Source: an optimization exercise on an open RTL-to-GDS flow (aim: a short achievable clock period and few clock cycles). Production flows keep margins and buffers that such runs may drop.
Function was not checked in any run shown here: the RTL went through the layout flow alone.
Power figures rest on the tool's default switching activity, not on a simulated workload.

`design/flow/design.v`:
```
module dff (q, d, clk, rst);
    output         q;
    input          d;
    input          clk;
    input          rst;
    reg            state;
    assign q = state;
    always @(posedge clk) begin
      state <= rst? 1'b0 : d;
    end
endmodule
module not1 (in1,out);
input in1;
output out;
assign out = ~in1;
endmodule
module nand2 (in1,in2,out);
input in1,in2;
output out;
assign out = ~(in1 & in2);
endmodule
module mux2_1(InA,InB,S,Out);
   input InA,InB,S;
   output Out;
   wire   a1,a2,n1;
   not1 n5(S,n1);
   nand2 n4(InA,n1,a1);
   nand2 n2(InB,S,a2);
   nand2 n3(a1,a2,Out);
endmodule
module register (q, d, clk, rst, we);
   parameter WIDTHreg = 16;
   input [WIDTHreg-1:0] d;
   input               clk, rst, we;
   output [WIDTHreg-1:0] q;
   wire [WIDTHreg-1:0]   enabledIn;
   mux2_1 mux[WIDTHreg-1:0] (.InA (q), .InB(d), .S({WIDTHreg{we}}), .Out(enabledIn));
   dff file[WIDTHreg-1:0] (.q(q), .d(enabledIn), .clk({WIDTHreg{clk}}), .rst({WIDTHreg{rst}}));
endmodule
module rf (
           read1data, read2data, err,
           clk, rst, read1regsel, read2regsel, writeregsel, writedata, write
           );
   parameter WIDTH = 16;
   input clk, rst;
   input [2:0] read1regsel;
   input [2:0] read2regsel;
   input [2:0] writeregsel;
   input [(WIDTH-1):0] writedata;
   input        write;
   output [(WIDTH-1):0] read1data;
   output [(WIDTH-1):0] read2data;
   output        err;
   wire [(WIDTH-1):0] readData0, readData1, readData2, readData3, readData4, readData5, readData6, readData7;
   wire [(WIDTH-1):0] writeData0, writeData1, writeData2, writeData3, writeData4, writeData5, writeData6, writeData7;
   reg [(WIDTH-1):0] outData1, outData2;
   assign read1data = outData1;
   assign read2data = outData2; 
   register my_regs0 (.d(writeData0), .q(readData0), .clk(clk), .rst(rst), .we(1'b1));
   register my_regs1 (.d(writeData1), .q(readData1), .clk(clk), .rst(rst), .we(1'b1));
   register my_regs2 (.d(writeData2), .q(readData2), .clk(clk), .rst(rst), .we(1'b1));
   register my_regs3 (.d(writeData3), .q(readData3), .clk(clk), .rst(rst), .we(1'b1));
   register my_regs4 (.d(writeData4), .q(readData4), .clk(clk), .rst(rst), .we(1'b1));
   register my_regs5 (.d(writeData5), .q(readData5), .clk(clk), .rst(rst), .we(1'b1));
   register my_regs6 (.d(writeData6), .q(readData6), .clk(clk), .rst(rst), .we(1'b1));
   register my_regs7 (.d(writeData7), .q(readData7), .clk(clk), .rst(rst), .we(1'b1));
   assign writeData0 = (write & (writeregsel == 3'b000)) ? writedata : readData0;
   assign writeData1 = (write & (writeregsel == 3'b001)) ? writedata : readData1;
   assign writeData2 = (write & (writeregsel == 3'b010)) ? writedata : readData2;
   assign writeData3 = (write & (writeregsel == 3'b011)) ? writedata : readData3;
   assign writeData4 = (write & (writeregsel == 3'b100)) ? writedata : readData4;
   assign writeData5 = (write & (writeregsel == 3'b101)) ? writedata : readData5;
   assign writeData6 = (write & (writeregsel == 3'b110)) ? writedata : readData6;
   assign writeData7 = (write & (writeregsel == 3'b111)) ? writedata : readData7; 
   always @ (read1regsel, readData0, readData1, readData2, readData3, readData4, readData5,
             readData6, readData7) begin
     case (read1regsel)
       3'b000: outData1 = readData0;
       3'b001: outData1 = readData1; 
       3'b010: outData1 = readData2;  	   
       3'b011: outData1 = readData3; 
       3'b100: outData1 = readData4;  
       3'b101: outData1 = readData5;
       3'b110: outData1 = readData6;
       3'b111: outData1 = readData7;
     endcase  
   end
   always @ (read2regsel, readData0, readData1, readData2, readData3, readData4, readData5,
             readData6, readData7) begin
     case (read2regsel)
       3'b000: outData2 = readData0;
       3'b001: outData2 = readData1; 
       3'b010: outData2 = readData2;  	   
       3'b011: outData2 = readData3; 
       3'b100: outData2 = readData4;  
       3'b101: outData2 = readData5;
       3'b110: outData2 = readData6;
       3'b111: outData2 = readData7;
     endcase  
   end
endmodule
module add1(
            A,
            B,
            CI,
            Sum,
            P,
            G
            );
   input A, B, CI;
   output Sum, G, P;
   assign Sum = A ^ B ^ CI;
   assign G   = A & B;
   assign P   = A | B;
endmodule  
module cla_logic(
                 CI,
                 P,
                 G,
                 C,
                 Ggroup,
                 Pgroup);
   input CI;
   input [3:0] P, G;
   output [4:1] C;
   output       Ggroup, Pgroup;
   assign C[1] = G[0] | P[0] & CI;
   assign C[2] = G[1] | P[1] & C[1];
   assign C[3] = G[2] | P[2] & C[2];
   assign C[4] = G[3] | P[3] & C[3];
   assign Ggroup = G[3] | P[3]&G[2] | P[3]&P[2]&G[1] | P[3]&P[2]&P[1]&G[0];
   assign Pgroup = P[3]&P[2]&P[1]&P[0];
endmodule  
module add4(
            A,                   
            B,                   
            CI,                  
            Sum,                 
            CO,                  
            Pgroup,              
            Ggroup               
            );
   input [3:0] A, B;
   input       CI;
   output [3:0] Sum;
   output       CO, Ggroup, Pgroup;
   wire [3:0]   G, P;
   wire [4:1]   C;
   add1 a0(A[0], B[0],   CI, Sum[0], P[0], G[0]);
   add1 a1(A[1], B[1], C[1], Sum[1], P[1], G[1]);
   add1 a2(A[2], B[2], C[2], Sum[2], P[2], G[2]);
   add1 a3(A[3], B[3], C[3], Sum[3], P[3], G[3]);   
   cla_logic clo (CI, P, G, C, Ggroup, Pgroup);
   assign CO = C[4];
endmodule  
module add16(
            A,                   
            B,                   
            CI,                  
            Sum,                 
            CO,                  
            Ggroup,              
            Pgroup               
            );
   input [15:0] A, B;
   input       CI;
   output [15:0] Sum;
   output       CO, Ggroup, Pgroup;
   wire [3:0]   G, P;
   wire [4:1]   C;
   wire [3:0]   COX;              
   add4 a0 (A[3:0],   B[3:0],     CI, Sum[3:0],   COX[0], P[0], G[0]);
   add4 a1 (A[7:4],   B[7:4],   C[1], Sum[7:4],   COX[1], P[1], G[1]);
   add4 a2 (A[11:8],  B[11:8],  C[2], Sum[11:8],  COX[2], P[2], G[2]);
   add4 a3 (A[15:12], B[15:12], C[3], Sum[15:12], COX[3], P[3], G[3]);   
   cla_logic clo (CI, P, G, C, Ggroup, Pgroup);
   assign CO = C[4];
endmodule  
module mux16_2_1(
                 in1,            
                 in2,            
                 s,              
                 out             
                 );
   input [15:0] in1, in2;
   input        s;
   output [15:0] out;
   assign out = s ? in2 : in1;
endmodule  
module shift1(
              in,                
              op,                
              out
              );
   input [15:0] in;
   input [1:0]  op;
   output reg [15:0] out;
   parameter OP_ROL = 0;             
   parameter OP_SLL = 1;             
   parameter OP_ROR = 2;             
   parameter OP_ASR = 3;             
   always @(*) begin
      case (op)
        OP_ROL: begin
           out[15:1] = in[14:0];
           out[0]    = in[15];
        end
        OP_SLL: begin
           out[15:1] = in[14:0];
           out[0]    = 0;
        end
        OP_ROR: begin
           out[14:0] = in[15:1];
           out[15]   = in[0];
        end
        OP_ASR: begin
           out[14:0] = in[15:1];
           out[15]   = in[15];
        end        
      endcase  
   end
endmodule  
module shift2(
              in,                
              op,                
              out
              );
   input [15:0] in;
   input [1:0]  op;
   output reg [15:0] out;
   parameter OP_ROL = 0;             
   parameter OP_SLL = 1;             
   parameter OP_ROR = 2;             
   parameter OP_ASR = 3;             
   always @(*) begin
      case (op)
        OP_ROL: begin
           out[15:2] = in[13:0];
           out[1:0]  = in[15:14];
        end
        OP_SLL: begin
           out[15:2] = in[13:0];
           out[1:0]  = 0;
        end
        OP_ROR: begin
           out[13:0]  = in[15:2];
           out[15:14] = in[1:0];
        end
        OP_ASR: begin
           out[13:0] = in[15:2];
           out[15]   = in[15];
           out[14]   = in[15];
        end        
      endcase  
   end
endmodule  
module shift4(
              in,                
              op,                
              out
              );
   input [15:0] in;
   input [1:0]  op;
   output reg [15:0] out;
   parameter OP_ROL = 0;             
   parameter OP_SLL = 1;             
   parameter OP_ROR = 2;             
   parameter OP_ASR = 3;             
   always @(*) begin
      case (op)
        OP_ROL: begin
           out[15:4] = in[11:0];
           out[3:0]  = in[15:12];
        end
        OP_SLL: begin
           out[15:4] = in[11:0];
           out[3:0]  = 0;
        end
        OP_ROR: begin
           out[11:0]  = in[15:4];
           out[15:12] = in[3:0];
        end
        OP_ASR: begin
           out[11:0] = in[15:4];
           out[15]   = in[15];
           out[14]   = in[15];
           out[13]   = in[15];
           out[12]   = in[15];
        end        
      endcase  
   end
endmodule  
module shift8(
              in,                
              op,                
              out
              );
   input [15:0] in;
   input [1:0]  op;
   output reg [15:0] out;
   parameter OP_ROL = 0;             
   parameter OP_SLL = 1;             
   parameter OP_ROR = 2;             
   parameter OP_ASR = 3;             
   always @(*) begin
      case (op)
        OP_ROL: begin
           out[15:8] = in[7:0];
           out[7:0]  = in[15:8];
        end
        OP_SLL: begin
           out[15:8] = in[7:0];
           out[7:0]  = 0;
        end
        OP_ROR: begin
           out[7:0]  = in[15:8];
           out[15:8] = in[7:0];
        end
        OP_ASR: begin
           out[7:0] = in[15:8];
           out[15]   = in[15];
           out[14]   = in[15];
           out[13]   = in[15];
           out[12]   = in[15];
           out[11]   = in[15];
           out[10]   = in[15];
           out[9]    = in[15];
           out[8]    = in[15];                                 
        end        
      endcase  
   end
endmodule  
module shift16(
               In,               
               Cnt,              
               Op,               
               Out               
               );
   input [15:0] In;
   input [3:0]  Cnt;
   input [1:0]  Op;
   output [15:0] Out;
   wire [15:0] l3, sl3,          
               l2, sl2,          
               l1, sl1,          
               l0, sl0;          
   shift8 s8 (l3, Op, sl3);
   shift4 s4 (l2, Op, sl2);
   shift2 s2 (l1, Op, sl1);
   shift1 s1 (l0, Op, sl0);
   assign l3 = In;
   mux16_2_1 m3 (l3, sl3, Cnt[3], l2);
   mux16_2_1 m2 (l2, sl2, Cnt[2], l1);
   mux16_2_1 m1 (l1, sl1, Cnt[1], l0);
   mux16_2_1 m0 (l0, sl0, Cnt[0], Out);   
endmodule  
module btr_calc(Rs, Rd);
input[15:0] Rs;
output[15:0] Rd;
assign Rd[15] = Rs[0];
assign Rd[14] = Rs[1];
assign Rd[13] = Rs[2];
assign Rd[12] = Rs[3];
assign Rd[11] = Rs[4];
assign Rd[10] = Rs[5];
assign Rd[9] = Rs[6];
assign Rd[8] = Rs[7];
assign Rd[7] = Rs[8];
assign Rd[6] = Rs[9];
assign Rd[5] = Rs[10];
assign Rd[4] = Rs[11];
assign Rd[3] = Rs[12];
assign Rd[2] = Rs[13];
assign Rd[1] = Rs[14];
assign Rd[0] = Rs[15];
endmodule
module ALU (
            A,                   
            B,                   
            Op,                  
            sign,                
            Out,                 
            OFL,                 
            Zero                 
            );
   input [15:0] A, B;
   input [4:0]  Op;
   input        sign;
   output reg [15:0] Out;
   output            OFL, Zero;
   parameter ADD   = 0;
   parameter SUB   = 1;
   parameter OR    = 2;
   parameter AND   = 3;
   parameter ROL   = 4;
   parameter SLL   = 5;
   parameter ROR   = 6;
   parameter SRA   = 7;
   parameter ST    = 8;
   parameter LD    = 9;
   parameter STU   = 10;
   parameter BTR   = 11;
   parameter SEQ   = 12;
   parameter SLT   = 13;
   parameter SLE   = 14;
   parameter SCO   = 15;
   parameter BEQZ  = 16;
   parameter BNEZ  = 17;
   parameter BLTZ  = 18;
   parameter LBI   = 19;
   parameter SLBI  = 20;
   parameter JINST = 21;
   parameter JAL   = 22;
   parameter JR    = 23;
   parameter JALR  = 24;
   parameter RET   = 25;
   parameter SIIC  = 26;
   parameter RTI   = 27;
   parameter NOP   = 28;
   parameter HALT  = 29;
   wire signed [15:0] opA;
   wire signed [15:0] opB;
   wire [15:0]        shifter_Out;
   reg [1:0]          shifter_op;
   wire [15:0]        add_Sum;
   wire               add_CO, add_P, add_G;
   wire [15:0]        btr_rd;              
   wire               OFL_signed, OFL_unsigned;
   shift16 shifter (opA, opB[3:0], shifter_op, shifter_Out); 
   add16   adder   (.A(opA),
                    .B(opB),
                    .CI(Cin),
                    .Sum(add_Sum), 
                    .CO(add_CO), 
                    .Ggroup(add_G),
                    .Pgroup(add_P));
   btr_calc btr(.Rs(opA), .Rd(btr_rd));
   wire               sub = (Op == SUB);
   assign opA = sub ? B     : A;
   assign opB = sub ? ~A    : B;
   assign Cin = sub ? 1'b1  : 1'b0;
   assign OFL_signed = ( opA[15] &  opB[15] & ~add_Sum[15]) |   
                       (~opA[15] & ~opB[15] &  add_Sum[15]);    
   assign OFL_unsigned = add_CO;
   assign OFL = sign ? OFL_signed : OFL_unsigned;
   assign Zero = (opA == 16'h0000) ? 1'b1 : 1'b0;		 
   always @ (Op, add_Sum, add_CO, shifter_Out, opA, opB, btr_rd) begin
      shifter_op = 2'b00;
      case (Op)
        ADD   : Out = add_Sum;
        SUB   : Out = add_Sum;
        ROR   : begin
	   shifter_op = 2'b10;
	   Out = shifter_Out;
	end	
        SRA   : begin
	   shifter_op = 2'b11;
	   Out = shifter_Out;
	end
	ROL   : begin
	   shifter_op = 2'b00;
	   Out = shifter_Out;
	end
	SLL   : begin
	   shifter_op = 2'b01;
	   Out = shifter_Out;
	end
	OR    : Out = opA | opB;
        AND   : Out = opA & opB;
	LD    : Out = add_Sum;
	ST    : Out = add_Sum; 
	STU   : Out = add_Sum;
	BTR   : Out = btr_rd;
	SEQ   : Out = (opA == opB) ? 16'h0001 : 16'h0000;
	SLT   : Out = opA < opB;
	SLE   : Out = opA <= opB;
	BLTZ  : Out = (opA[15]) ? 16'hFFFF : 16'h0000;	 
	SCO   : Out = add_CO;
	LBI   : Out = opB;
	SLBI  : Out = {opA[7:0], 8'b0} | opB;
	JR    : Out = add_Sum;
	JALR  : Out = add_Sum;
	RET   : Out = opB;		 
	SIIC  : Out = 16'b0; 	 
        RTI   : Out = 16'b0;		 
	NOP   : Out = 16'b0;		 
	HALT  : Out = 16'b0;		 
        default:
          Out = 16'hbada;
      endcase
   end
endmodule  
module alu_op_decode (instr, alu_op);
input [15:0] instr;
output [4:0] alu_op;
parameter ADD   = 0;
parameter SUB   = 1;
parameter OR    = 2;
parameter AND   = 3;
parameter ROL   = 4;
parameter SLL   = 5;
parameter ROR   = 6;
parameter SRA   = 7;
parameter ST    = 8;
parameter LD    = 9;
parameter STU   = 10;
parameter BTR   = 11;
parameter SEQ   = 12;
parameter SLT   = 13;
parameter SLE   = 14;
parameter SCO   = 15;
parameter BEQZ  = 16;
parameter BNEZ  = 17;
parameter BLTZ  = 18;
parameter LBI   = 19;
parameter SLBI  = 20;
parameter JINST = 21;
parameter JAL   = 22;
parameter JR    = 23;
parameter JALR  = 24;
parameter RET   = 25;
parameter SIIC  = 26;
parameter RTI   = 27;
parameter NOP   = 28;
parameter HALT  = 29;
reg [4:0] op;
wire [6:0] instr_op;
assign instr_op = {instr[15:11], instr[1:0]};
assign alu_op = op;
always @ (*) begin
	casex (instr_op)
	7'b1101100 : op = ADD;
	7'b1101101 : op = SUB;
	7'b1101110 : op = OR;
	7'b1101111 : op = AND;
	7'b1101000 : op = ROL;
	7'b1101001 : op = SLL;
	7'b1101010 : op = ROR;
	7'b1101011 : op = SRA;
	7'b00000xx : op = HALT;
	7'b00001xx : op = NOP;
	7'b01000xx : op = ADD;
	7'b01001xx : op = SUB;
	7'b01010xx : op = OR;
	7'b01011xx : op = AND;
	7'b10100xx : op = ROL;
	7'b10101xx : op = SLL;
	7'b10110xx : op = ROR;
	7'b10111xx : op = SRA;
	7'b10000xx : op = ST;
	7'b10001xx : op = LD;
	7'b10011xx : op = STU;
	7'b11001xx : op = BTR;
	7'b11100xx : op = SEQ;
	7'b11101xx : op = SLT;
	7'b11110xx : op = SLE;
	7'b11111xx : op = SCO;
	7'b01100xx : op = BEQZ;
	7'b01101xx : op = BNEZ;
	7'b01111xx : op = BLTZ;
	7'b11000xx : op = LBI;
	7'b10010xx : op = SLBI;
	7'b00100xx : op = JINST;
	7'b00101xx : op = JR;
	7'b00110xx : op = JAL;
	7'b00111xx : op = JALR;
	7'b01110xx : op = RET;
	7'b00010xx : op = SIIC;
	7'b00011xx : op = RTI;
	default	  : op = 5'b11111;
	endcase
end
endmodule
module alu_operand_decode (instr, rsVal, rtVal, opA, opB);
   input [15:0] instr;
   input [15:0] rsVal;
   input [15:0] rtVal;
   output [15:0] opA;
   output [15:0] opB;
   reg [15:0]    opBVal;
   wire [6:0]    op;
   assign opA = rsVal;
   assign opB = opBVal;
   assign op = {instr[15:11], instr[1:0]};
   always @ (*) begin
      casex (op)
	7'b1101100 :  
	  opBVal = rtVal;
	7'b1101101 :  
	  opBVal = rtVal;
	7'b1101110 :  
	  opBVal = rtVal;
	7'b1101111 :  
	  opBVal = rtVal;
	7'b1101000 :  
	  opBVal = rtVal;
	7'b1101001 :  
	  opBVal = rtVal;
	7'b1101010 :  
	  opBVal = rtVal;
	7'b1101011 :  
	  opBVal = rtVal;
	7'b00000xx :  
	  opBVal = 16'b0;	 
	7'b00001xx :  
	  opBVal = 16'b0;	 
	7'b01000xx :  
	  opBVal = {{11{instr[4]}}, instr[4:0]};  
	7'b01001xx :  
	  opBVal = {{11{instr[4]}}, instr[4:0]};  
	7'b01010xx :  
	  opBVal = {11'b0, instr[4:0]};		 
	7'b01011xx :  
	  opBVal = {11'b0, instr[4:0]};		 
	7'b10100xx :  
	  opBVal = {11'b0, instr[4:0]};		 
	7'b10101xx :  
	  opBVal = {11'b0, instr[4:0]};		 
	7'b10110xx :  
	  opBVal = {11'b0, instr[4:0]};		 
	7'b10111xx :  
	  opBVal = {11'b0, instr[4:0]};		 
	7'b10000xx :  
	  opBVal = {{11{instr[4]}}, instr[4:0]};  
	7'b10001xx :  
	  opBVal = {{11{instr[4]}}, instr[4:0]};  
	7'b10011xx :  
	  opBVal = {{11{instr[4]}}, instr[4:0]};  
	7'b11001xx :  
	  opBVal = 16'b1;	 
	7'b11100xx :  
	  opBVal = rtVal;
	7'b11101xx :  
	  opBVal = rtVal;
	7'b11110xx :  
	  opBVal = rtVal;
	7'b11111xx :  
	  opBVal = rtVal;
	7'b01100xx :  
	  opBVal = {{8{instr[7]}}, instr[7:0]};		 
	7'b01101xx :  
	  opBVal = {{8{instr[7]}}, instr[7:0]};		 
	7'b01111xx :  
	  opBVal = {{8{instr[7]}}, instr[7:0]};		 
	7'b11000xx :  
	  opBVal = {{8{instr[7]}}, instr[7:0]};		 
	7'b10010xx :  
	  opBVal = {8'b0, instr[7:0]};					 
	7'b00100xx :  
	  opBVal = {{5{instr[10]}}, instr[10:0]};	 
	7'b00101xx :  
	  opBVal = {{8{instr[7]}}, instr[7:0]};		 
	7'b00110xx :  
	  opBVal = {{5{instr[10]}}, instr [10:0]};  
	7'b00111xx :  
	  opBVal = {{8{instr[7]}}, instr[7:0]};		 
	7'b01110xx :  
	  opBVal = rtVal;
	7'b00010xx :  
	  opBVal = 16'b0;   
	7'b00011xx :  
	  opBVal = 16'b0;   
	default	  : opBVal = 16'b1;	
      endcase
   end
endmodule
module alu_destination_decode (instr, rd, we_reg);
   input [15:0] instr;
   output reg [2:0] rd;
   output reg       we_reg;
   wire [2:0]       rd_imm, rd_reg, rd_ld_imm;
   assign rd_imm = instr[7:5];
   assign rd_reg = instr[4:2];
   assign rd_ld_imm = instr[10:8];
   wire [6:0]       op;
   assign op = {instr[15:11], instr[1:0]};
   always @ (*) begin
      casex (op)
	7'b1101100 : begin  
	   rd = rd_reg;
	   we_reg = 1'b1;
	end
	7'b1101101 : begin  
	   rd = rd_reg;
	   we_reg = 1'b1;
	end
	7'b1101110 : begin  
	   rd = rd_reg;
	   we_reg = 1'b1;
	end
	7'b1101111 : begin 
	   rd = rd_reg;
	   we_reg = 1'b1;
	end
	7'b1101000 : begin  
	   rd = rd_reg;
	   we_reg = 1'b1;
	end
	7'b1101001 : begin  
	   rd = rd_reg;
	   we_reg = 1'b1;
        end
	7'b1101010 : begin  
	   rd = rd_reg;
	   we_reg = 1'b1;
	end
	7'b1101011 : begin 
	   rd = rd_reg;
	   we_reg = 1'b1;
        end
	7'b11100xx : begin  
	   rd = rd_reg;
	   we_reg = 1'b1;
        end
	7'b11101xx : begin 
	   rd = rd_reg;
	   we_reg = 1'b1;
        end
	7'b11110xx : begin 
	   rd = rd_reg;
           we_reg = 1'b1;
	end
	7'b11111xx : begin  
	   rd = rd_reg;
	   we_reg = 1'b1;
        end
	7'b11001xx : begin  
	   rd = rd_reg;
           we_reg = 1'b1;
	end
	7'b01000xx : begin  
	   rd = rd_imm;
	   we_reg = 1'b1;
        end
	7'b01001xx : begin 
	   rd = rd_imm;
           we_reg = 1'b1;
        end
	7'b01010xx : begin 
	   rd = rd_imm;
	   we_reg = 1'b1;
        end
	7'b01011xx : begin  
	   rd = rd_imm;
           we_reg = 1'b1;
        end
	7'b10100xx : begin  
	   rd = rd_imm;
           we_reg = 1'b1;
        end
	7'b10101xx : begin  
	   rd = rd_imm;
           we_reg = 1'b1;
        end
	7'b10110xx : begin  
	   rd = rd_imm;
           we_reg = 1'b1;
	end
	7'b10111xx : begin  
	   rd = rd_imm;
 	   we_reg = 1'b1;
        end
	7'b10001xx : begin  
	   rd = rd_imm;
	   we_reg = 1'b1;
        end
	7'b11000xx : begin  
	   rd = rd_ld_imm;
	   we_reg = 1'b1;
	end
	7'b10010xx : begin 
	   rd = rd_ld_imm;
	   we_reg = 1'b1;
	end
	7'b00110xx : begin  
	   rd = 3'd7;
	   we_reg = 1'b1;
	end
	7'b00111xx : begin  
	   rd = 3'd7;
	   we_reg = 1'b1;
	end
  	7'b10011xx : begin  
	   rd = rd_ld_imm;
	   we_reg = 1'b1;
	end
	7'b10000xx : begin  
           rd = 3'd0;
           we_reg = 1'b0;
        end
	7'b01100xx : begin  
           rd = 3'd0;
	   we_reg = 1'b0;
        end
	7'b01101xx : begin  
           rd = 3'd0;
	   we_reg = 1'b0;
        end
	7'b01111xx : begin  
           rd = 3'd0;
	   we_reg = 1'b0;
        end
	7'b00100xx : begin  
           rd = 3'd0;
	   we_reg = 1'b0;
        end
	7'b00101xx : begin  
           rd = 3'd0;
	   we_reg = 1'b0;
        end
	7'b01110xx : begin  
           rd = 3'd0;
	   we_reg = 1'b0;
        end
	7'b00010xx : begin  
           rd = 3'd0;
	   we_reg = 1'b0;
        end
	7'b00011xx : begin  
           rd = 3'd0;
	   we_reg = 1'b0;
        end
	7'b00000xx : begin  
           rd = 3'd0;
	   we_reg = 1'b0;
        end
	7'b00001xx : begin  
           rd = 3'd0;
	   we_reg = 1'b0;
        end
	default	  : begin
           rd = 3'd0;
           we_reg = 1'b0;
        end
      endcase
   end
endmodule
module branch_logic (op, zero, top_alu, bt);
   input [4:0] op;
   input       zero;
   input       top_alu;
   output reg  bt;
   parameter BEQZ = 5'b01100;
   parameter BNEZ = 5'b01101;
   parameter BLTZ = 5'b01111;
   parameter JUMP = 5'b00100;
   parameter JR   = 5'b00101;
   parameter JAL  = 5'b00110;
   parameter JALR = 5'b00111;
   parameter RET  = 5'b01110;
   always@(*) begin
      case (op)
	BEQZ : bt = (zero == 1'b1) ? 1'b1 : 1'b0;
	BNEZ : bt = (zero == 1'b1) ? 1'b0 : 1'b1;
	BLTZ : bt = (zero == 1'b0 && top_alu == 1'b1) ? 1'b1 : 1'b0;
        JUMP : bt = 1;
        JR   : bt = 1;
        JAL  : bt = 1;
        JALR : bt = 1;
        RET  : bt = 1;
        default : bt = 0;
      endcase
   end
endmodule
module brj_addr_calc (instr, next_pc, dest_addr);
   input [15:0] instr;
   input [15:0] next_pc;
   output [15:0] dest_addr;
   wire [4:0]    op;
   wire          co, G, P;
   reg [15:0]    sextVal;
   assign op = instr[15:11];
   add16 add (.A(sextVal), .B(next_pc), .CI(1'b0), .Sum(dest_addr), .CO(co), .Ggroup(G), .Pgroup (P));
   always @ (*) begin
      case (op)
	5'b01100 : begin   
	   sextVal = {{8{instr[7]}}, instr[7:0]};		
	end
	5'b01101 : begin   
	   sextVal = {{8{instr[7]}}, instr[7:0]}; 
	end
	5'b01111 : begin	 
	   sextVal = {{8{instr[7]}}, instr[7:0]};
	end
	5'b00100 : begin	 
	   sextVal = {{5{instr[10]}}, instr[10:0]};
	end
	5'b00110 : begin   
	   sextVal = {{5{instr[10]}}, instr[10:0]};
	end
	default :  begin
	   sextVal = 16'b0;
	end			
      endcase
   end
endmodule
module next_pc_addr (instr, pc_inc, alu_out, brj_dest, bt, stall, next_pc, pc);
   input [15:0] instr;
   input [15:0] pc_inc;
   input [15:0] pc;
   input [15:0] alu_out;
   input [15:0] brj_dest;
   input        bt;
   input        stall;
   output [15:0] next_pc;
   wire [4:0]        op;
   reg [15:0] br_pc;
   assign op = instr[15:11];
   assign next_pc = (stall & ~bt) ? pc : br_pc; 
   always @ (*) begin
         case (op)
	   5'b01100 : begin	 
	      br_pc = (bt == 1'b1) ? brj_dest : pc_inc;
	   end
	   5'b01101 : begin   
	      br_pc = (bt == 1'b1) ? brj_dest : pc_inc;
	   end
	   5'b01111 : begin   
	      br_pc = (bt == 1'b1) ? brj_dest : pc_inc;
	   end
	   5'b00100 : begin   
	      br_pc = brj_dest;	
	   end
	   5'b00101 : begin   
	      br_pc = alu_out;
	   end
	   5'b00110 : begin   
	      br_pc = brj_dest;
	   end
	   5'b00111 : begin   
	      br_pc = alu_out;
	   end
	   5'b01110 : begin   
	      br_pc = alu_out;
	   end
	   5'b00011 : begin   
	      br_pc = alu_out;
	   end
	   default : begin
	      br_pc = pc_inc;
	   end
         endcase  
   end
endmodule
module mem_decode_logic (instr, e_mem, wr_mem, halt);
   input [15:0] instr;
   output reg   halt;		 
   output reg   e_mem;
   output reg   wr_mem;
   wire [6:0]   op;
   assign op = {instr[15:11], instr[1:0]};
   always @ (*) begin
      casex (op)
	7'b10001xx : begin  
	   wr_mem = 1'b0;
	   e_mem = 1'b1;
	   halt = 1'b0;
        end
	7'b10011xx : begin 
	   wr_mem = 1'b1;
	   e_mem = 1'b1;
	   halt = 1'b0;
	end
	7'b10000xx : begin  
	   wr_mem = 1'b1;
           e_mem = 1'b1;
	   halt = 1'b0;
	end 
	7'b00000xx : begin  
	   wr_mem = 1'b0;
	   e_mem = 1'b0;
	   halt = 1'b1;
        end      
	default	  : begin
	   e_mem = 1'b0;
	   wr_mem = 1'b0;
	   halt = 1'b0;
        end
      endcase
   end
endmodule
module dest_data_decode (instr, next_pc, alu_out, mem_out, rdata);
   input [15:0] instr;
   input [15:0] next_pc;
   input [15:0] alu_out;
   input [15:0] mem_out;
   output reg [15:0] rdata;
   wire [6:0]        op; 
   assign op = {instr[15:11], instr[1:0]};
   always @ (*) begin
      casex (op)
	7'b1101100 :  
	  rdata = alu_out;
	7'b1101101 :  
	  rdata = alu_out;
	7'b1101110 :  
	  rdata = alu_out;
	7'b1101111 :  
	  rdata = alu_out;
	7'b1101000 :  
	  rdata = alu_out;
	7'b1101001 :  
	  rdata = alu_out;
	7'b1101010 :  
	  rdata = alu_out;
	7'b1101011 :  
	  rdata = alu_out;
	7'b11100xx :  
	  rdata = alu_out;
	7'b11101xx :  
	  rdata = alu_out;
	7'b11110xx :  
	  rdata = alu_out;
	7'b11111xx :  
	  rdata = alu_out;
	7'b11001xx :  
	  rdata = alu_out;
	7'b01000xx :  
	  rdata = alu_out;
	7'b01001xx :  
	  rdata = alu_out;
	7'b01010xx :  
	  rdata = alu_out;
	7'b01011xx :  
	  rdata = alu_out;
	7'b10100xx :  
	  rdata = alu_out;
	7'b10101xx :  
	  rdata = alu_out;
	7'b10110xx :  
	  rdata = alu_out;
	7'b10111xx :  
	  rdata = alu_out;
	7'b10001xx :  
	  rdata = mem_out;
	7'b11000xx :  
	  rdata = alu_out;
	7'b10010xx :  
	  rdata = alu_out;
	7'b00110xx :  
	  rdata = next_pc;
	7'b00111xx :  
	  rdata = next_pc;
	7'b10011xx :  
	  rdata = alu_out;   
	default	  : rdata = 16'b0;
      endcase
   end
endmodule
module proc(
	    clk,
	    rst,
	    imem_rdata,
	    dmem_rdata,
	    imem_addr,
	    dmem_addr,
	    dmem_wdata,
	    dmem_en,
	    dmem_wr,
	    halt
	    );
   input clk;
   input rst;
   input [15:0] imem_rdata;
   input [15:0] dmem_rdata;
   output [15:0] imem_addr;
   output [15:0] dmem_addr;
   output [15:0] dmem_wdata;
   output        dmem_en;
   output        dmem_wr;
   output        halt;
   localparam OP_HALT = 5'b00000, OP_J = 5'b00100, OP_JR = 5'b00101, OP_JAL = 5'b00110,
              OP_JALR = 5'b00111, OP_ADDI = 5'b01000, OP_SUBI = 5'b01001, OP_ORI = 5'b01010,
              OP_ANDI = 5'b01011, OP_BEQZ = 5'b01100, OP_BNEZ = 5'b01101, OP_RET = 5'b01110,
              OP_BLTZ = 5'b01111, OP_ST = 5'b10000, OP_LD = 5'b10001, OP_SLBI = 5'b10010,
              OP_STU = 5'b10011, OP_LBI = 5'b11000, OP_BTR = 5'b11001, OP_SHR = 5'b11010,
              OP_ALR = 5'b11011, OP_SEQ = 5'b11100, OP_SLT = 5'b11101, OP_SLE = 5'b11110,
              OP_SCO = 5'b11111;
   reg [15:0] pc;
   reg [15:0] ras;            
   reg        ras_v;
   reg        d_v;
   reg [2:0]  d_rs, d_rt, d_dst;
   reg [7:0]  d_i8;
   reg [15:0] d_imm, d_pc2, d_tgt;
   reg        d_pt;           
   reg        d_wr, d_rrr, d_agu, d_ret, d_jr, d_ld, d_st, d_stu, d_lbi, d_slbi, d_call, d_halt;
   reg        d_beqz, d_bnez, d_bltz;
   reg        d_sum, d_sub, d_or, d_and, d_shl, d_shr, d_rot, d_btr, d_seq, d_slt, d_sle, d_sco;
   reg        x_wr, x_ld, x_en, x_we, x_halt, x_beqz, x_bnez, x_bltz, x_pt, x_ev;
   reg [2:0]  x_dst;
   reg [15:0] x_A, x_B, x_S, x_addr, x_early, x_ebyp, x_pc2, x_tgt;
   reg        x_sub, x_isadd;
   reg        x_s_sum, x_s_or, x_s_and, x_s_shl, x_s_shr, x_s_btr, x_s_seq, x_s_slt, x_s_sle,
              x_s_sco, x_s_slbi, x_s_early, x_rot;
   reg [15:0] rf [0:7];
   reg [15:0] d_rfa, d_rft;   
   reg        fa_x, ft_x, fa_w, ft_w, f7_x;  
   reg        w_wr;           
   reg [2:0]  w_dst;
   reg [15:0] w_res;
   wire        stall, x_redir, d_redir;
   wire        d_go = d_v & ~stall & ~x_redir;
   wire        d_bres, d_bmis, d_jrr;
   wire [15:0] d_btgt;
   wire [15:0] x_rtgt, agu, x_res;
   wire [15:0] fi = imem_rdata;
   wire [4:0]  fop = fi[15:11];
   wire [15:0] pc2 = pc + 16'd2;
   wire [8:0]  lo8 = {1'b0, pc2[7:0]} + {1'b0, fi[7:0]};
   wire [7:0]  h8p = pc2[15:8] + 8'd1;
   wire [7:0]  h8m = pc2[15:8] - 8'd1;
   wire [15:0] t8 = {(lo8[8] & ~fi[7]) ? h8p : (~lo8[8] & fi[7]) ? h8m : pc2[15:8], lo8[7:0]};
   wire [11:0] lo11 = {1'b0, pc2[10:0]} + {1'b0, fi[10:0]};
   wire [4:0]  h5p = pc2[15:11] + 5'd1;
   wire [4:0]  h5m = pc2[15:11] - 5'd1;
   wire [15:0] t11 = {(lo11[11] & ~fi[10]) ? h5p : (~lo11[11] & fi[10]) ? h5m : pc2[15:11], lo11[10:0]};
   wire        f_isj    = (fop == OP_J) | (fop == OP_JAL);
   wire        f_isbr   = (fop == OP_BEQZ) | (fop == OP_BNEZ) | (fop == OP_BLTZ);
   wire        f_isret  = (fop == OP_RET);
   wire        f_iscall = (fop == OP_JAL) | (fop == OP_JALR);
   wire        f_brt    = f_isbr & (fi[7] | (fop == OP_BNEZ));
   wire        f_take   = f_isj | f_brt;
   wire [15:0] f_tt     = f_isj ? t11 : t8;
   wire [15:0] f_seq    = (f_isret & ras_v) ? ras : pc2;
   wire        s_x = x_redir;
   wire        s_d = d_v & ~stall & ~x_redir & d_jrr;
   wire        s_b = d_v & ~stall & ~x_redir & d_bmis;
   wire        s_h = stall & ~x_redir;
   wire        s_n = ~x_redir & ~d_redir & ~stall;
   wire [15:0] pc_next = ({16{s_x}} & x_rtgt) | ({16{s_d}} & agu) | ({16{s_b}} & d_btgt) | ({16{s_h}} & pc) |
                         ({16{s_n & f_take}} & f_tt) | ({16{s_n & ~f_take}} & f_seq);
   always @(posedge clk) begin
      if (rst)
        pc <= 16'd0;
      else
        pc <= pc_next;
   end
   always @(posedge clk) begin
      if (rst)
        ras_v <= 1'b0;
      else if (f_iscall) begin
         ras_v <= 1'b1;
         ras <= pc2;
      end
   end
   assign imem_addr = pc;
   wire f_alr  = (fop == OP_ALR);
   wire f_rfmt = (fop == OP_BTR) | (fop == OP_SHR) | f_alr | (fop[4:2] == 3'b111);
   wire f_ifmt = (fop[4:2] == 3'b010) | (fop[4:2] == 3'b101) | (fop == OP_LD);
   wire f_sfmt = (fop == OP_LBI) | (fop == OP_SLBI) | (fop == OP_STU);
   wire [2:0] f_dst = f_iscall ? 3'd7 : f_sfmt ? fi[10:8] : f_ifmt ? fi[7:5] : fi[4:2];
   wire f_shi  = (fop[4:2] == 3'b101);
   wire f_shr_r = (fop == OP_SHR);
   wire [1:0] f_shop = f_shr_r ? fi[1:0] : fop[1:0];
   reg  [15:0] f_imm;
   always @(*) begin
      case (fop)
        OP_ADDI, OP_SUBI, OP_ST, OP_LD, OP_STU: f_imm = {{11{fi[4]}}, fi[4:0]};
        OP_LBI, OP_JR, OP_JALR:                 f_imm = {{8{fi[7]}}, fi[7:0]};
        OP_SLBI:                                f_imm = {8'd0, fi[7:0]};
        default:                                f_imm = {11'd0, fi[4:0]};
      endcase
   end
   wire [2:0] n_rs = stall ? d_rs : fi[10:8];
   wire [2:0] n_rt = stall ? d_rt : fi[7:5];
   wire       n_xw = d_go & d_wr;
   always @(posedge clk) begin
      d_rfa <= rf[n_rs];
      d_rft <= rf[n_rt];
      fa_x <= n_xw & (d_dst == n_rs);
      ft_x <= n_xw & (d_dst == n_rt);
      f7_x <= n_xw & (d_dst == 3'd7);
      fa_w <= x_wr & (x_dst == n_rs);
      ft_w <= x_wr & (x_dst == n_rt);
   end
   always @(posedge clk) begin
      if (rst | x_redir | d_redir)
        d_v <= 1'b0;
      else if (!stall)
        d_v <= 1'b1;
      if (!stall) begin
         d_rs   <= fi[10:8];
         d_rt   <= fi[7:5];
         d_i8   <= fi[7:0];
         d_dst  <= f_dst;
         d_imm  <= f_imm;
         d_pc2  <= pc2;
         d_tgt  <= f_isret ? ras : t8;
         d_pt   <= f_isret ? ras_v : f_brt;
         d_wr   <= f_rfmt | f_ifmt | f_sfmt | f_iscall;
         d_rrr  <= f_shr_r | f_alr | (fop[4:2] == 3'b111);
         d_agu  <= (fop == OP_LD) | (fop == OP_ST) | (fop == OP_STU) | (fop == OP_JR) | (fop == OP_JALR);
         d_ret  <= f_isret;
         d_jr   <= (fop == OP_JR) | (fop == OP_JALR);
         d_ld   <= (fop == OP_LD);
         d_st   <= (fop == OP_ST) | (fop == OP_STU);
         d_stu  <= (fop == OP_STU);
         d_lbi  <= (fop == OP_LBI);
         d_slbi <= (fop == OP_SLBI);
         d_call <= f_iscall;
         d_halt <= (fop == OP_HALT);
         d_beqz <= (fop == OP_BEQZ);
         d_bnez <= (fop == OP_BNEZ);
         d_bltz <= (fop == OP_BLTZ);
         d_sub  <= (fop == OP_SUBI) | (f_alr & (fi[1:0] == 2'b01));
         d_sum  <= (fop == OP_ADDI) | (fop == OP_SUBI) | (f_alr & ~fi[1]);
         d_or   <= (fop == OP_ORI) | (f_alr & (fi[1:0] == 2'b10));
         d_and  <= (fop == OP_ANDI) | (f_alr & (fi[1:0] == 2'b11));
         d_shl  <= (f_shi | f_shr_r) & ~f_shop[1];
         d_shr  <= (f_shi | f_shr_r) & f_shop[1];
         d_rot  <= ~f_shop[0];
         d_btr  <= (fop == OP_BTR);
         d_seq  <= (fop == OP_SEQ);
         d_slt  <= (fop == OP_SLT);
         d_sle  <= (fop == OP_SLE);
         d_sco  <= (fop == OP_SCO);
      end
   end
   wire        a_fx = fa_x;
   wire        t_fx = ft_x;
   wire [15:0] a_rf = fa_w ? w_res : d_rfa;
   wire [15:0] t_rf = ft_w ? w_res : d_rft;
   wire [15:0] a_val = a_fx ? x_res : a_rf;
   wire [15:0] t_val = t_fx ? x_res : t_rf;
   wire        b_fx = d_rrr & t_fx;
   wire [15:0] b_oth = d_rrr ? t_rf : d_imm;
   wire [15:0] base = a_fx ? x_ebyp : a_rf;
   wire        base_ok = ~a_fx | x_ev;
   wire [15:0] sum_b = base + d_imm;
   wire        r7_fx = f7_x;
   wire [15:0] r7 = r7_fx ? x_ebyp : rf[7];
   wire        r7_ok = ~r7_fx | x_ev;
   assign agu = d_ret ? r7 : sum_b;
   assign stall = d_v & ((d_agu & ~base_ok) | (d_ret & ~r7_ok));
   wire ret_hit = d_pt & (r7 == d_tgt);
   always @(posedge clk) begin
      if (rst | ~d_go) begin
         x_wr <= 1'b0; x_ld <= 1'b0; x_en <= 1'b0; x_we <= 1'b0; x_halt <= 1'b0;
         x_beqz <= 1'b0; x_bnez <= 1'b0; x_bltz <= 1'b0;
      end else begin
         x_wr <= d_wr; x_ld <= d_ld; x_en <= d_ld | d_st; x_we <= d_st; x_halt <= d_halt;
         x_beqz <= d_beqz & ~d_bres; x_bnez <= d_bnez & ~d_bres; x_bltz <= d_bltz & ~d_bres;
      end
      x_dst <= d_dst;
      x_A <= a_val;
      x_B <= b_fx ? x_res : b_oth;
      x_S <= t_val;
      x_addr <= sum_b;
      x_early <= d_stu ? sum_b : d_call ? d_pc2 : d_imm;
      x_ebyp <= d_stu ? sum_b : d_call ? d_pc2 : d_lbi ? d_imm : {base[7:0], d_i8};
      x_ev <= d_stu | d_call | d_lbi | (d_slbi & base_ok);
      x_pc2 <= d_pc2;
      x_tgt <= d_tgt;
      x_pt <= d_pt;
      x_sub <= d_sub;
      x_isadd <= d_sum;
      x_s_sum <= d_sum | d_sco; x_s_or <= d_or; x_s_and <= d_and;
      x_s_shl <= d_shl; x_s_shr <= d_shr; x_rot <= d_rot;
      x_s_btr <= d_btr; x_s_seq <= d_seq; x_s_slt <= d_slt; x_s_sle <= d_sle;
      x_s_sco <= d_sco; x_s_slbi <= d_slbi; x_s_early <= d_stu | d_call | d_lbi;
   end
   wire [15:0] ax = x_A ^ {16{x_sub}};
   wire [16:0] s17 = {1'b0, x_B} + {1'b0, ax} + {16'd0, x_sub};
   wire [15:0] sum = s17[15:0];
   wire        c16 = s17[16];
   wire        ult = (x_A[14:0] < x_B[14:0]);
   wire        eq  = (x_A == x_B);
   wire        slt = (x_A[15] & ~x_B[15]) | (~(x_A[15] ^ x_B[15]) & ult);
   wire [3:0]  n = x_B[3:0];
   wire [15:0] l0 = n[0] ? {x_A[14:0], x_rot ? x_A[15]    : 1'b0}  : x_A;
   wire [15:0] l1 = n[1] ? {l0[13:0],  x_rot ? l0[15:14]  : 2'b0}  : l0;
   wire [15:0] l2 = n[2] ? {l1[11:0],  x_rot ? l1[15:12]  : 4'b0}  : l1;
   wire [15:0] l3 = n[3] ? {l2[7:0],   x_rot ? l2[15:8]   : 8'b0}  : l2;
   wire        sg = x_A[15];
   wire [15:0] r0 = n[0] ? {x_rot ? x_A[0]   : sg,       x_A[15:1]} : x_A;
   wire [15:0] r1 = n[1] ? {x_rot ? r0[1:0]  : {2{sg}},  r0[15:2]}  : r0;
   wire [15:0] r2 = n[2] ? {x_rot ? r1[3:0]  : {4{sg}},  r1[15:4]}  : r1;
   wire [15:0] r3 = n[3] ? {x_rot ? r2[7:0]  : {8{sg}},  r2[15:8]}  : r2;
   wire [15:0] btr;
   genvar gi;
   generate for (gi = 0; gi < 16; gi = gi + 1) begin : g_btr
      assign btr[gi] = x_A[15-gi];
   end endgenerate
   wire [15:0] sum_m = x_s_sco ? {15'd0, c16} : sum;
   assign x_res = ({16{x_s_sum}} & sum_m) | ({16{x_s_or}} & (x_A | x_B)) | ({16{x_s_and}} & (x_A & x_B)) |
                  ({16{x_s_shl}} & l3) | ({16{x_s_shr}} & r3) | ({16{x_s_btr}} & btr) |
                  ({16{x_s_slbi}} & {x_A[7:0], x_B[7:0]}) |
                  ({16{x_s_early}} & x_early) | ({16{x_ld}} & dmem_rdata) |
                  {15'd0, (x_s_seq & eq) | (x_s_slt & slt) | (x_s_sle & (slt | eq))};
   wire a_zero = (x_A == 16'd0);
   wire taken  = (x_beqz & a_zero) | (x_bnez & ~a_zero) | (x_bltz & x_A[15]);
   assign x_redir = (x_beqz | x_bnez | x_bltz) & (taken ^ x_pt);
   assign x_rtgt = taken ? x_tgt : x_pc2;
   always @(posedge clk) begin
      if (x_wr)
        rf[x_dst] <= x_res;
   end
   always @(posedge clk) begin
      if (rst)
        w_wr <= 1'b0;
      else
        w_wr <= x_wr;
      w_dst <= x_dst;
      w_res <= x_res;
   end
   wire [15:0] zx_p = x_B ^ ax;
   wire [15:0] zx_o = x_B | ax;
   wire        zx_add = (zx_p == {zx_o[14:0], x_sub});
   wire        d_zero = base_ok ? (base == 16'd0) : zx_add;
   wire        d_neg  = base_ok & base[15];
   wire        d_rok  = base_ok | (x_isadd & ~d_bltz);
   wire        d_isbr = d_beqz | d_bnez | d_bltz;
   wire        d_tk   = (d_beqz & d_zero) | (d_bnez & ~d_zero) | (d_bltz & d_neg);
   assign d_bres = d_isbr & d_rok;
   assign d_bmis = d_bres & (d_tk ^ d_pt);
   assign d_btgt = d_tk ? d_tgt : d_pc2;
   assign d_jrr  = d_jr | (d_ret & ~ret_hit);
   assign d_redir = d_v & ~stall & ~x_redir & (d_jrr | d_bmis);
   assign dmem_addr = x_addr;
   assign dmem_wdata = x_S;
   assign dmem_en = x_en;
   assign dmem_wr = x_we;
   assign halt = x_halt;
endmodule
```
`design/flow/run.sh`:
```
#!/bin/bash
# synth_recipe.tcl (not shown) runs the flow's synth.tcl, then flattens the netlist and writes it again
# the make line also repeats each setting of config.mk as NAME=value (left out here)
make -C /OpenROAD-flow-scripts/flow DESIGN_CONFIG=/design/flow/config.mk WORK_HOME=/design/flow/orfs CLKGATE_MAP_FILE= SYNTH_SCRIPT=/design/flow/synth_recipe.tcl finish
```
`design/flow/config.mk`:
```
export PLATFORM = sky130hd
export DESIGN_NAME = proc
export DESIGN_NICKNAME = proc
export VERILOG_FILES = /design/flow/design.v
export SDC_FILE = /design/flow/constraint.sdc
export NUM_CORES = 4
export LEC_CHECK = 0
export ABC_CLOCK_PERIOD_IN_PS = 2500
export CAP_MARGIN = 20
export CORE_MARGIN = 2
export CORE_UTILIZATION = 40
export SETUP_SLACK_MARGIN = 5.0
export SLEW_MARGIN = 20
export TNS_END_PERCENT = 100
```
`design/flow/constraint.sdc`:
```
create_clock -name core_clock -period 8.0 [get_ports {clk}]
set_input_delay 1.6000 -clock core_clock [delete_from_list [all_inputs] [get_ports {clk}]]
set_output_delay 1.6000 -clock core_clock [all_outputs]
set_load 0.01 [all_outputs]
```
==> flow_summary_export.csv, run 1 <==
group,metric,value,unit
power_and_ir_drop,peakVddDrop,178,uV
power_and_ir_drop,leakagePower,0.0131,uW
yosys,yosysTopAreaCellShare,26.5,%
sta,tightest_slew,1170,ps
sta,drv_slew,0,
yosys,synth_common_cells,"nand2_1 (445), dfxtp_1 (232), edfxtp_1 (219)",
floorplanning,dieArea,0.0640,mm2
layout,layout.nets,2991,
place,place_congestion,0.996,
yosys,yosysWarningCount,1,
layout,nFillCells,5346,
hold_path,hp-class,"reg2reg",
sta,relSlewSlack,21.6,%
global_route,grt_overflow_total,0,
critical_path,startpoint_type,"input port",
global_route,grtUsageTotal,28.8,%
routing,drtPass1Iterations,6,
yosys,yosysUniqueCellTypes,82,
yosys,synth_area_leaders,"edfxtp_1 (27%), dfxtp_1 (19%), nand2_1 (6.7%)",
sta,final.setup.tns,0,ps
routing,drt.antenna.violating_nets,0,
critical_path,worstPathMaxFanout,6,
layout,area_growth,29.9,%
floorplanning,num_rows,91,
yosys,synth-adder-area-share,5.83,%
routing,drc,0,
critical_path,endpoint_kind,"flop",
layout,drive_above_1_share,24.4,%
place,dp_hpwl,62.8,mm
layout,n_antenna_cell,0,
cts,clkTransAtPathRegs,60,ps
cts,cts_made_buffers,49,
global_route,grt_pass1_wl,138,mm
critical_path,rr_startpoint,"fa_w",
yosys,syn-num-nets,2797,
place,portBuffers,84,
status,status,"no timing/DRC/antenna violations",
cts,cts.sinks,451,
floorplanning,core,0.0615,mm2
floorplanning,die_h,253,um
critical_path,critPathLaunch,"imem_rdata[0]",
critical_path,cp-endpoint,"pc[14]",
power_and_ir_drop,power.density,231,mW/mm2
yosys,syn-instance-count,2651,
flow_run,cap_violations,0,
sta,min_period,3530,ps
routing,wl_per_cell,25.9,um
yosys,synth_enable_flop_cells,219,
critical_path,critPathArrivalTime,4000,ps
yosys,synth_simple_gate_area_share,17.7,%
yosys,synthXorXnorAreaFrac,3.82,%
cts,holdBufCountCts,0,
routing,dr_total_vias,22187,
sta,min_period_over_period,44.2,%
yosys,synth_compound_area_share,14.0,%
sta,timing.hold.ws,345,ps
sta,fin_skew,27.3,ps
critical_path,r2r_slack,4470,ps
global_route,first_global_vias,21252,
cts,cts-root-buf,"clkbuf_16",
yosys,synthMuxAreaShare,8.69,%
critical_path,r2r-end,"pc[7]",
global_route,antenna_found_initial,4,
yosys,syn_area,0.0248,mm2
floorplanning,initial_utilization,40.3,%
floorplanning,io-pin-count,85,
yosys,synth_most_common_cell,"nand2_1",
sta,rsz0062_at_grt,"true",
yosys,synth_area_per_cell,9.35,um2
yosys,async_flop_share,0,%
routing,wl,95.1,mm
routing,first_iter_violations,2303,
yosys,ys_seq_area_share,45.3,%
sta,finalHoldViolations,0,
floorplanning,fp.dieW,253,um
layout,largest_register,"rf",
critical_path,reg2regPathDepth,13,
sta,max_freq,0.283,GHz
layout,largest_register_ffs,128,
cts,cts_tree,"done",
critical_path,path_class,"in2reg",
cts,clock_latency,600,ps
yosys,synth_flop_cell,"dfxtp_1",
cts,cts_buffer_depth,3,
yosys,synth-seq-cells,451,
yosys,synth_top_family_by_area,"simple AND/OR/NAND/NOR gates",
critical_path,required,8460,ps
global_route,grt_max_degree,76,
cts,cts.htree.levels,2,
sta,setup_viol,0,
routing,vias_per_cell,6.04,
yosys,netlist.top_cell.by_area,"edfxtp_1",
[repair_timing]
action / 4_1_cts / 5_1_grt
resized for setup: 472 / 187
buffers inserted: 108 / 58
gates cloned: 13 / 3
setup endpoints to repair: 369 / 200
pin swaps: 98 / 99
[kinds of logic after synthesis]
kind of cell	count (synthesis)
simple gates	962
compound gates	528
flops	451
buf+inv	294
mux	194
fa+ha+maj	114
xor+xnor	108
[cell type report]
| class | instances | area [um2] | share of cell area, % |
|---|---|---|---|
| clock buffer | 65 | 1340 | 4.15 |
| clock inverter | 23 | 245 | 0.762 |
| inverter | 119 | 527 | 1.64 |
| multi-input combinational | 1909 | 14600 | 45.4 |
| sequential | 451 | 11300 | 35.1 |
| tap | 790 | 988 | 3.07 |
| timing repair buffer | 309 | 3140 | 9.75 |
| timing repair inverter | 6 | 45.0 | 0.140 |
[worst min path at each step]
stage,from,to,depth (start not counted)
6_report,d_sle,x_s_sle,0
5_1_grt,d_sle,x_s_sle,0
4_1_cts,d_sle,x_s_sle,0
3_5_place_dp,d_sle,x_s_sle,0
3_3_place_gp,d_sle,x_s_sle,0
2_1_floorplan,d_rot,x_rot,0
[per-stage QoR]
step           setup WS [ps]  instance area, um2  util [%]  total power, uW  cells
3_5_place_dp            3100               26600      43.3             4560   3402
3_3_place_gp            3130               26600      43.2             4550   3401
6_report                4470               32200      52.4             7430   3672
2_1_floorplan           4120               25200         -             3900   2651
4_1_cts                 4450               30900      50.2             7170   3611
5_1_grt                 4360               32200      52.4             7690   3672
[per-layer routing]
metal | wire, um | GRT usage, % | part of all wire (%)
met5 | 28 | 0 | 0.029
met4 | 4370 | 11.1 | 4.6
met3 | 7430 | 4.21 | 7.8
met2 | 44000 | 46.7 | 46
met1 | 39200 | 38.8 | 41
[critical path, stage by stage]
cell and delay [ps]:
buf_8 80, ha_4 150, inv_4 30, fa_2 380, nor2b_4 140, o2111ai_2 130
and4_4 220, nor3_4 300, buf_4 180, mux2i_1 230, o21ai_1 100, and3_1 190
o21ai_1 130, a41oi_1 130
[power by group]
group	switching, uW	leakage [uW]	internal, uW
registers	229	0.00413	2700
clock network	959	0.000778	1310
logic	1260	0.00821	974
[cells in the final DEF, fill, tap and decap left out, types with 17 or more instances in the layout]
master         Yosys  layout
a211oi_1          34      25
dlygate4sd2_1      0      56
buf_12             0      26
inv_1            117      95
a21oi_2            0      20
edfxtp_1         219     219
dfxtp_4            0      18
nor3_1            29      17
a21o_1            24      24
a21oi_1           99      71
mux2i_4            1      17
o211ai_1          25      25
nor2_1           124     109
nand2_1          445     434
mux2i_1          144     121
dfxtp_1          232     201
nand4_1           18      18
mux2_2            36      23
clkbuf_16          0      50
xor2_1            44      20
xor2_2             0      18
nand3_1          202     198
o21ai_0          159     124
ha_1             109      80
nand2b_1          22      21
buf_6              4      46
xnor2_1           64      50
ha_4               0      26
nor2b_1           31      29
buf_4              2     140
a221oi_1          28      18
==> inputs of run 2 (changes only) <==
--- a/design/flow/design.v
+++ b/design/flow/design.v
@@ -1091,9 +1091,11 @@
    reg [2:0]  x_dst;
    reg [15:0] x_A, x_B, x_S, x_addr, x_early, x_ebyp, x_pc2, x_tgt;
-   reg        x_sub, x_isadd;
+   reg        x_sub;
    reg        x_s_sum, x_s_or, x_s_and, x_s_shl, x_s_shr, x_s_btr, x_s_seq, x_s_slt, x_s_sle,
               x_s_sco, x_s_slbi, x_s_early, x_rot;
    reg [15:0] rf [0:7];
    reg [15:0] d_rfa, d_rft;   
+   reg        d_rfa_z;        
+   reg        x_zok, x_ebyp_z, x_ebyp_n;  
    reg        fa_x, ft_x, fa_w, ft_w, f7_x;  
    reg        w_wr;           
@@ -1168,4 +1170,5 @@
    always @(posedge clk) begin
       d_rfa <= rf[n_rs];
+      d_rfa_z <= (rf[n_rs] == 16'd0);
       d_rft <= rf[n_rt];
       fa_x <= n_xw & (d_dst == n_rs);
@@ -1251,9 +1254,11 @@
       x_ebyp <= d_stu ? sum_b : d_call ? d_pc2 : d_lbi ? d_imm : {base[7:0], d_i8};
       x_ev <= d_stu | d_call | d_lbi | (d_slbi & base_ok);
+      x_zok <= d_call | d_lbi | (d_slbi & base_ok);
+      x_ebyp_z <= d_call ? (d_pc2 == 16'd0) : d_lbi ? (d_imm == 16'd0) : ({base[7:0], d_i8} == 16'd0);
+      x_ebyp_n <= d_call ? d_pc2[15] : d_lbi ? d_imm[15] : base[7];
       x_pc2 <= d_pc2;
       x_tgt <= d_tgt;
       x_pt <= d_pt;
       x_sub <= d_sub;
-      x_isadd <= d_sum;
       x_s_sum <= d_sum | d_sco; x_s_or <= d_or; x_s_and <= d_and;
       x_s_shl <= d_shl; x_s_shr <= d_shr; x_rot <= d_rot;
@@ -1305,10 +1310,7 @@
       w_res <= x_res;
    end
-   wire [15:0] zx_p = x_B ^ ax;
-   wire [15:0] zx_o = x_B | ax;
-   wire        zx_add = (zx_p == {zx_o[14:0], x_sub});
-   wire        d_zero = base_ok ? (base == 16'd0) : zx_add;
-   wire        d_neg  = base_ok & base[15];
-   wire        d_rok  = base_ok | (x_isadd & ~d_bltz);
+   wire        d_zero = a_fx ? x_ebyp_z : fa_w ? (w_res == 16'd0) : d_rfa_z;
+   wire        d_neg  = a_fx ? x_ebyp_n : fa_w ? w_res[15] : d_rfa[15];
+   wire        d_rok  = ~a_fx | x_zok;
    wire        d_isbr = d_beqz | d_bnez | d_bltz;
    wire        d_tk   = (d_beqz & d_zero) | (d_bnez & ~d_zero) | (d_bltz & d_neg);
==> run 2 against run 1 <==
Compared with the run above:
- critical path depth did not move
- register-to-register slack improved by 80 ps
- synthesized area is 0.42% higher
- highest routed layer is now met4
- die area is 0.42% higher
- cell area grew 2.7%
- synthesized cell count is 2.0% lower
- combinational power barely moved
- clock skew up 8.8 ps
==> flow_summary_export.csv, run 2 <==
group,metric,value,unit
hold_path,hp-class,"reg2reg",
layout,drive_above_1_share,27.5,%
critical_path,critical-path-top-delay-family,"compound AO/OA/AOI/OAI gates",
critical_path,crit_slowest_cell,"fa_2",
critical_path,slowest_delay,360,ps
cts,cts_buffer_depth,3,
floorplanning,num_rows,91,
routing,wl_per_cell,26.3,um
sta,finalHoldViolations,0,
sta,fin_skew,36.1,ps
yosys,ys_seq_area_share,45.0,%
place,dp_slack,2910,ps
yosys,yosysTopAreaCellShare,26.4,%
global_route,grt_pass1_wl,141,mm
critical_path,startpoint_type,"input port",
yosys,synth_area_leaders,"edfxtp_1 (26%), dfxtp_1 (19%), nand2_1 (5.7%)",
critical_path,path_class,"in2reg",
sta,setup_viol,0,
routing,wl,98.0,mm
place,portBuffers,84,
layout,layout.area.seq,0.0113,mm2
critical_path,required,8490,ps
cts,cts_made_buffers,50,
yosys,synth-seq-cells,450,
yosys,synth_enable_flop_cells,219,
floorplanning,io-pin-count,85,
power_and_ir_drop,peakVddDrop,174,uV
floorplanning,initial_utilization,40.4,%
routing,drc,0,
layout,final_common_cell,"nand2_1",
global_route,grt_overflow_total,0,
power_and_ir_drop,power.density,229,mW/mm2
layout,n_antenna_cell,0,
yosys,yosysWarningCount,1,
critical_path,critPathArrivalTime,3970,ps
yosys,synthXorXnorAreaFrac,3.28,%
yosys,synth-adder-area-share,4.97,%
routing,drt.antenna.violating_nets,0,
sta,relSlewSlack,26.2,%
global_route,antenna_found_initial,1,
yosys,synth_flop_cell,"dfxtp_1",
global_route,grt_max_degree,77,
layout,largest_register,"rf",
routing,dr_total_vias,22794,
yosys,yosysUniqueCellTypes,98,
critical_path,endpoint_kind,"flop",
yosys,netlist.top_cell.by_area,"edfxtp_1",
yosys,async_flop_share,0,%
critical_path,path_buf_inv,4,
sta,max_freq,0.287,GHz
cts,clock_latency,620,ps
yosys,synth_compound_area_share,16.6,%
layout,multi_input_area,0.0148,mm2
yosys,syn-num-nets,2728,
sta,timing.hold.ws,350,ps
sta,min_period,3480,ps
routing,vias_per_cell,6.12,
yosys,synthMuxAreaShare,8.52,%
sta,worst_slack,4520,ps
cts,cts.htree.levels,2,
sta,rsz0062_at_grt,"true",
power_and_ir_drop,leakagePower,0.0134,uW
layout,layout.nets,2974,
layout,fin_util,53.7,%
sta,drv_slew,0,
flow_run,cap_violations,0,
routing,drtPass1Iterations,6,
layout,nFillCells,5275,
critical_path,crit_chain,"buf_12 -> ha_4 -> inv_2 -> fa_2 -> nor2b_4 -> o2111ai_4 -> buf_12 -> a31oi_4 -> buf_6 -> nand4_1 -> a2bb2oi_2 -> mux2i_1 -> and3_1 -> o41a_1",
critical_path,path_common_cell,"buf_12",
routing,first_iter_violations,2788,
yosys,syn_area,0.0249,mm2
cts,clkTransAtPathRegs,60,ps
layout,largest_register_ffs,128,
global_route,grtUsageTotal,29.5,%
sta,final.setup.tns,0,ps
yosys,synth_most_common_cell,"nand2_1",
yosys,synth_area_per_cell,9.58,um2
yosys,synth_top_family_by_area,"simple AND/OR/NAND/NOR gates",
layout,area_growth,32.8,%
status,status,"no timing/DRC/antenna violations",
cts,holdBufCountCts,0,
place,place_congestion,0.941,
yosys,synth_common_cells,"nand2_1 (381), dfxtp_1 (231), edfxtp_1 (219)",
place,dp_hpwl,63.2,mm
cts,cts.sinks,450,
sta,min_period_over_period,43.5,%
floorplanning,dieArea,0.0642,mm2
yosys,synth_simple_gate_area_share,17.0,%
global_route,first_global_vias,21735,
critical_path,worstPathMaxFanout,4,
cts,cts_tree,"done",
sta,tightest_slew,1100,ps
cts,cts-root-buf,"clkbuf_16",
floorplanning,core,0.0616,mm2
floorplanning,die_h,253,um
yosys,syn-instance-count,2597,
layout,layout_common_cells,"nand2_1 (369), edfxtp_1 (219), dfxtp_1 (202), buf_4 (180), nand3_1 (150)",
floorplanning,fp.dieW,253,um
[run 2: cell types whose count changed after synthesis, moves of 17 or more]
| cell | previous run | this run |
|---|---|---|
| mux2_2 | 36 | 17 |
| a211oi_1 | 34 | 60 |
| a31o_2 | 1 | 20 |
| nand3_1 | 202 | 152 |
| a21oi_1 | 99 | 123 |
| nand2_1 | 445 | 381 |
| inv_1 | 117 | 100 |
| mux2i_1 | 144 | 126 |
| a311oi_1 | 4 | 23 |
| o21ai_0 | 159 | 119 |
[run 2: worst paths after layout]
kind,end,slack [ps],start,depth (start not counted)
setup / recovery,pc[15],4520,imem_rdata[0],14
hold / removal,x_s_sle,350,d_sle,0
setup reg to reg,pc[15],4550,fa_w,15
hold reg to reg,x_s_sle,350,d_sle,0
[run 2: logic make-up after synthesis]
logic type	Yosys count
adders and majority gates	97
muxes	173
DFF	450
buffers and inverters	282
xor gates and xnor gates	91
and+or+nand+nor	902
AOI/OAI and AO/OA	602
[run 2: metal layers]
metal | routed length (um) | GRT usage, % | vias to the layer above
li1 | - | - | 10023
met1 | 39500 | 39.9 | 11138
met2 | 44300 | 46.7 | 1344
met3 | 8640 | 4.65 | 289
met4 | 5660 | 13.1 | 0
met5 | 0 | 0 | -
[run 2: stage by stage]
| stage | instances | instance area, um2 | power [uW] |
|---|---|---|---|
| 4_1_cts | 3641 | 31300 | 7300 |
| 3_3_place_gp | 3395 | 26700 | 4500 |
| 5_1_grt | 3722 | 33100 | 7820 |
| 3_5_place_dp | 3395 | 26700 | 4520 |
| 6_report | 3722 | 33100 | 7570 |
| 2_1_floorplan | 2597 | 25200 | 3870 |
[run 2: layout make-up]
cell class	instances	area share, %
Inverter	109	1.48
Clock buffer	78	4.92
Tap cell	837	3.17
Sequential cell	450	34.1
Clock inverter	16	0.439
Timing Repair inverter	2	0.0454
Multi-Input combinational cell	1870	44.9
Timing Repair Buffer	360	10.9
[run 2: timing repair]
action / in CTS / in global routing
gates resized for setup: 476 / 233
pin swaps: 106 / 102
hold endpoints to repair: 0 / 0
setup buffers: 138 / 79
setup endpoints to repair: 459 / 173
gates cloned: 14 / 2
[run 2: power by group]
part           internal (uW)  total [uW]  switching (uW)
registers               2690        2930             239
clock network           1440        2440             999
logic                    959        2210            1250

==> re-timing with driven ports <==
In the flow no input, the clock included, has a driving cell. The finished layouts below were timed again as built, in two steps.
Step 1 sets driving cells, clkbuf_16 on the clock port and buf_2 on the other inputs (assumed; they add their load-dependent delay and slew).
Step 2, shift: input delay + t, output delay - t, t = (earliest + latest rising clock arrival at the registers) / 2. This alone moves slack from input paths to output paths.
a / b / c = ideal ports / drivers / drivers and shift; a / b = the first two.
| run | t (ns) | setup slack, ns | worst setup path at the end | slew at the worst register clock pin (ns) | pins driven straight from the clock port |
|---|---|---|---|---|---|
| run 1 | 0.647 | 4.466 / 4.470 / 3.824 | input to register | 0.07 / 0.07 | 1 |
| run 2 | 0.663 | 4.517 / 4.510 / 3.847 | input to register | 0.07 / 0.07 | 1 |
After both steps setup and hold are still met in every run listed. For run 2, which loses most, drivers alone change the setup slack by -0.007 ns; drivers and shift together by -0.670 ns.
